Context: an optimization exercise on an open-source flow, tuned for small area and a short achievable clock period. The choices shown serve that exercise and are no tape-out recipe. At most, simulation tests tie the RTL to the original design; equivalence was not proved. Power and IR drop assume default switching activity.

==> flow/design.v <==
module ao3n
    ( input wire a0, input wire s0
    , input wire a1, input wire s1
    , input wire a2, input wire s2
    , output wire yn
    );
assign yn = ~((a0 & s0) | (a1 & s1) | (a2 & s2));
endmodule
module wbit
    ( input wire q
    , input wire d
    , input wire we
    , input wire hold
    , output wire y
    );
assign y = (we & d) | (hold & q);
endmodule
module predec2
    ( input wire[1:0] a
    , input wire en
    , output reg[3:0] p
    , output reg[3:0] pn
    );
integer k;
always @(*)
    for (k = 0; k < 4; k = k + 1) begin
        p[k]  = en && a == k;
        pn[k] = !(en && a == k);
    end
endmodule
module predec3
    ( input wire[2:0] a
    , output reg[7:0] p
    , output reg[7:0] pn
    );
integer k;
always @(*)
    for (k = 0; k < 8; k = k + 1) begin
        p[k]  = a == k;
        pn[k] = a != k;
    end
endmodule
module nor2m (input wire a, input wire b, output wire y);
assign y = ~(a | b);
endmodule
module nand2m (input wire a, input wire b, output wire y);
assign y = ~(a & b);
endmodule
module dec5
    ( input wire[4:0] a
    , output reg[31:0] y
    );
integer k;
always @(*)
    for (k = 0; k < 32; k = k + 1)
        y[k] = a == k;
endmodule
module dec5c
    ( input wire[4:0] a
    , input wire en
    , output wire[31:0] y
    , output wire[31:0] yn
    );
wire [3:0] lo, lon;
wire [7:0] hi, hin;
predec2 pl (.a(a[1:0]), .en(en), .p(lo), .pn(lon));
predec3 ph (.a(a[4:2]), .p(hi), .pn(hin));
genvar k;
generate
    for (k = 0; k < 32; k = k + 1) begin : g
        nor2m  u (.a(lon[k % 4]), .b(hin[k / 4]), .y(y[k]));
        nand2m v (.a(lo[k % 4]), .b(hi[k / 4]), .y(yn[k]));
    end
endgenerate
endmodule
module or11n
    ( input wire[10:0] tn
    , output wire y
    );
assign y = ~&tn;
endmodule
module resgate (input wire a, input wire r, input wire b, output wire y);
assign y = a & ~r & ~b;
endmodule
module addmachine
    ( input wire clock
    , input wire reset
    , input wire prog_we
    , input wire[4:0] prog_addr
    , input wire[7:0] prog_data
    , output wire[7:0] res
    );
reg [7:0] acc;
reg [7:0] ex;
reg [7:0] opr;
reg       opf;
reg [7:0] fi;
reg       nfi, nacc, bub;
reg [4:0] fad;
wire is_loadi = ex[7:4] == 4'b0001;
wire is_addi  = ex[7:4] == 4'b0010;
wire is_load  = ex[7:5] == 3'b101;
wire is_store = ex[7:5] == 3'b110 && !bub;
wire rd_mem   = ex[7:6] == 2'b10;            
wire keep_acc = ~(is_loadi | is_load);       
wire [7:0] wdata = reset ? prog_data : acc;
wire [4:0] waddr = reset ? prog_addr : ex[4:0];
wire       wen   = reset ? prog_we : is_store;
wire [31:0] we, hold;
dec5c dw (.a(waddr), .en(wen), .y(we), .yn(hold));
wire [7:0] nx    = ({8{nfi}} & fi) | ({8{nacc}} & acc) | ({8{bub}} & mem[0]);
wire [4:0] oaddr = nx[4:0];
wire       fwd_o = is_store && ex[4:0] == oaddr;
wire       fwd_f = is_store && ex[4:0] == fad;
wire [31:0] sel_op, sel_f;
dec5 dop (.a(oaddr), .y(sel_op));
dec5 df  (.a(fad), .y(sel_f));
reg [7:0] mem [0:31];
wire [7:0] opr_nxt, fi_nxt;
genvar i, j;
generate
    for (i = 0; i < 32; i = i + 1) begin : m
        wire [7:0] nxt;
        for (j = 0; j < 8; j = j + 1) begin : b
            wbit w (.q(mem[i][j]), .d(wdata[j]), .we(we[i]), .hold(hold[i]), .y(nxt[j]));
        end
        always @(posedge clock)
            mem[i] <= nxt;
    end
    for (j = 0; j < 8; j = j + 1) begin : r
        wire [10:0] to, tf;
        for (i = 0; i < 10; i = i + 1) begin : g
            ao3n uo (.a0(mem[3*i][j]), .s0(sel_op[3*i]), .a1(mem[3*i+1][j]), .s1(sel_op[3*i+1]),
                     .a2(mem[3*i+2][j]), .s2(sel_op[3*i+2]), .yn(to[i]));
            ao3n uf (.a0(mem[3*i][j]), .s0(sel_f[3*i]), .a1(mem[3*i+1][j]), .s1(sel_f[3*i+1]),
                     .a2(mem[3*i+2][j]), .s2(sel_f[3*i+2]), .yn(tf[i]));
        end
        assign to[10] = ~((mem[30][j] & sel_op[30]) | (mem[31][j] & sel_op[31]));
        assign tf[10] = ~((mem[30][j] & sel_f[30]) | (mem[31][j] & sel_f[31]));
        or11n co (.tn(to), .y(opr_nxt[j]));
        or11n cf (.tn(tf), .y(fi_nxt[j]));
    end
endgenerate
wire [7:0] imm = (is_loadi | is_addi) ? {4'b0000, ex[3:0]} : 8'd0;
wire [7:0] opv = rd_mem ? (opf ? acc : opr) : 8'd0;
wire [7:0] sum = (keep_acc ? acc : 8'd0) + (opv | imm);
always @(posedge clock) begin
    opr <= opr_nxt;
    opf <= fwd_o;
    fi  <= fi_nxt;
    ex  <= nx;
    acc <= bub ? 8'd0 : sum;
    bub <= reset;
    if (reset) begin
        nfi  <= 1'b0;
        nacc <= 1'b0;
        fad  <= 5'd1;
    end else begin
        nacc <= (nx[7:5] == 3'b110 && nx[4:0] == fad) || fwd_f;
        nfi  <= !((nx[7:5] == 3'b110 && nx[4:0] == fad) || fwd_f);
        fad  <= nx[7:5] == 3'b111 ? nx[4:0] : fad + 5'd1;
    end
end
genvar q;
generate
    for (q = 0; q < 8; q = q + 1) begin : o
        resgate g (.a(acc[q]), .r(reset), .b(bub), .y(res[q]));
    end
endgenerate
endmodule
clock: 6.0 ns
lec_check: 0
abc_clock_period_in_ps: 2800
cap_margin: 20
cell_pad_in_sites_detail_placement: 1
cell_pad_in_sites_global_placement: 2
core_margin: 2
core_utilization: 45
place_density: 0.65
setup_slack_margin: 3.2
slew_margin: 20
synth_hierarchical: 1
synth_minimum_keep_size: 0
tns_end_percent: 5
standard.sh (not shown) runs the stock make flow with config.mk's settings and CLKGATE_MAP_FILE= SYNTH_SCRIPT=/design/flow/synth_recipe.tcl, a recipe that flattens the netlist after the stock synthesis.
==> flow/flow/run.sh <==
#!/bin/bash
# The standard layout, with two changes: the ports get plain buf_2 buffers
# (which timing repair may resize), and clock tree synthesis adds no dummy
# loads and clusters more flip-flops per leaf buffer.
set -euo pipefail
export BUFFER_PORTS_ARGS="-buffer_cell sky130_fd_sc_hd__buf_2"
export CTS_ARGS="-sink_clustering_enable -repair_clock_nets -buf_list {sky130_fd_sc_hd__clkbuf_4 sky130_fd_sc_hd__clkbuf_8} -sink_clustering_size 14 -sink_clustering_max_diameter 60 -dont_use_dummy_load"
bash standard.sh > standard.log 2>&1
Rerun with:
--- a/flow/design.v
+++ b/flow/design.v
@@ -54,8 +54,18 @@
 always @(*)
     for (k = 0; k < 32; k = k + 1)
         y[k] = a == k;
 endmodule
+module dec5e
+    ( input wire[4:0] a
+    , input wire en
+    , output reg[31:0] y
+    );
+integer k;
+always @(*)
+    for (k = 0; k < 32; k = k + 1)
+        y[k] = en && a == k;
+endmodule
 module dec5c
     ( input wire[4:0] a
     , input wire en
     , output wire[31:0] y
@@ -78,11 +88,8 @@
     , output wire y
     );
 assign y = ~&tn;
 endmodule
-module resgate (input wire a, input wire r, input wire b, output wire y);
-assign y = a & ~r & ~b;
-endmodule
 module addmachine
     ( input wire clock
     , input wire reset
     , input wire prog_we
@@ -94,29 +101,30 @@
 reg [7:0] ex;
 reg [7:0] opr;
 reg       opf;
 reg [7:0] fi;
-reg       nfi, nacc, bub;
+reg       fwd;
 reg [4:0] fad;
 wire is_loadi = ex[7:4] == 4'b0001;
 wire is_addi  = ex[7:4] == 4'b0010;
 wire is_load  = ex[7:5] == 3'b101;
-wire is_store = ex[7:5] == 3'b110 && !bub;
+wire is_store = ex[7:5] == 3'b110;
 wire rd_mem   = ex[7:6] == 2'b10;            
 wire keep_acc = ~(is_loadi | is_load);       
 wire [7:0] wdata = reset ? prog_data : acc;
 wire [4:0] waddr = reset ? prog_addr : ex[4:0];
 wire       wen   = reset ? prog_we : is_store;
 wire [31:0] we, hold;
 dec5c dw (.a(waddr), .en(wen), .y(we), .yn(hold));
-wire [7:0] nx    = ({8{nfi}} & fi) | ({8{nacc}} & acc) | ({8{bub}} & mem[0]);
+wire [7:0] nx    = fwd ? acc : fi;
 wire [4:0] oaddr = nx[4:0];
 wire       fwd_o = is_store && ex[4:0] == oaddr;
 wire       fwd_f = is_store && ex[4:0] == fad;
 wire [31:0] sel_op, sel_f;
-dec5 dop (.a(oaddr), .y(sel_op));
-dec5 df  (.a(fad), .y(sel_f));
+dec5  dop (.a(oaddr), .y(sel_op));
+dec5e df  (.a(fad), .en(!reset), .y(sel_f));
 reg [7:0] mem [0:31];
+wire [7:0] mem0_nxt;
 wire [7:0] opr_nxt, fi_nxt;
 genvar i, j;
 generate
     for (i = 0; i < 32; i = i + 1) begin : m
@@ -135,36 +143,32 @@
             ao3n uf (.a0(mem[3*i][j]), .s0(sel_f[3*i]), .a1(mem[3*i+1][j]), .s1(sel_f[3*i+1]),
                      .a2(mem[3*i+2][j]), .s2(sel_f[3*i+2]), .yn(tf[i]));
         end
         assign to[10] = ~((mem[30][j] & sel_op[30]) | (mem[31][j] & sel_op[31]));
-        assign tf[10] = ~((mem[30][j] & sel_f[30]) | (mem[31][j] & sel_f[31]));
+        assign tf[10] = ~((mem[30][j] & sel_f[30]) | (mem[31][j] & sel_f[31])
+                          | (reset & mem0_nxt[j]));
         or11n co (.tn(to), .y(opr_nxt[j]));
         or11n cf (.tn(tf), .y(fi_nxt[j]));
     end
 endgenerate
+assign mem0_nxt = m[0].nxt;
 wire [7:0] imm = (is_loadi | is_addi) ? {4'b0000, ex[3:0]} : 8'd0;
 wire [7:0] opv = rd_mem ? (opf ? acc : opr) : 8'd0;
 wire [7:0] sum = (keep_acc ? acc : 8'd0) + (opv | imm);
 always @(posedge clock) begin
     opr <= opr_nxt;
     opf <= fwd_o;
     fi  <= fi_nxt;
-    ex  <= nx;
-    acc <= bub ? 8'd0 : sum;
-    bub <= reset;
     if (reset) begin
-        nfi  <= 1'b0;
-        nacc <= 1'b0;
-        fad  <= 5'd1;
+        ex  <= 8'd0;
+        acc <= 8'd0;
+        fwd <= 1'b0;
+        fad <= 5'd1;
     end else begin
-        nacc <= (nx[7:5] == 3'b110 && nx[4:0] == fad) || fwd_f;
-        nfi  <= !((nx[7:5] == 3'b110 && nx[4:0] == fad) || fwd_f);
-        fad  <= nx[7:5] == 3'b111 ? nx[4:0] : fad + 5'd1;
+        ex  <= nx;
+        acc <= sum;
+        fwd <= (nx[7:5] == 3'b110 && nx[4:0] == fad) || fwd_f;
+        fad <= nx[7:5] == 3'b111 ? nx[4:0] : fad + 5'd1;
     end
 end
-genvar q;
-generate
-    for (q = 0; q < 8; q = q + 1) begin : o
-        resgate g (.a(acc[q]), .r(reset), .b(bub), .y(res[q]));
-    end
-endgenerate
+assign res = reset ? 8'd0 : acc;
 endmodule
Clock-buffer cell count goes down by 1.
Power drops by 22%.
Cell area came out higher by about 0.5%.
Core utilization grows by 1.1 points.
Setup slack degrades by 58 ps.
Routed wire length came out higher by about 1%.
Die area hardly moves.
Fmax went down by about 2%.
Sequential power went down by about 17%.
Final cell count rises by about 0.44%.
Via count grows by 0.93%.
Sequential share of layout area shrinks by 0.54 points.
First-iteration DRC count increases by 13%.
For the first run of this note, only the layout was checked, not whether the RTL still works.

-- separate check: timing with driven ports --
In the flow no input, the clock included, has a driving cell. The finished layouts below were timed again as built, in two steps.
Step 1: set_driving_cell puts a clkbuf_16 on clock and a buf_2 on each other input, an assumption about the parent block.
Step 2 also shifts input and output timing later by t, the mid clock arrival at the registers, as if the neighbouring blocks saw the same clock.
Slacks: no drivers / after step 1 / after step 2; pairs: no drivers / after step 1.
run	shift t [ns]	setup slack, ns	latest minus earliest clock arrival (ns)	worst data-port slew with drivers (ns)	pins driven straight from the clock port
the first run	0.640	3.035 / 3.035 / 2.660	0.048 / 0.048	0.07	1
the second run	0.631	2.977 / 2.976 / 2.345	0.067 / 0.067	0.06	1
After both steps setup and hold are still met in every run listed. The setup slack of the second run, which loses most, moves by -0.001 ns with the drivers and by -0.632 ns with both steps.
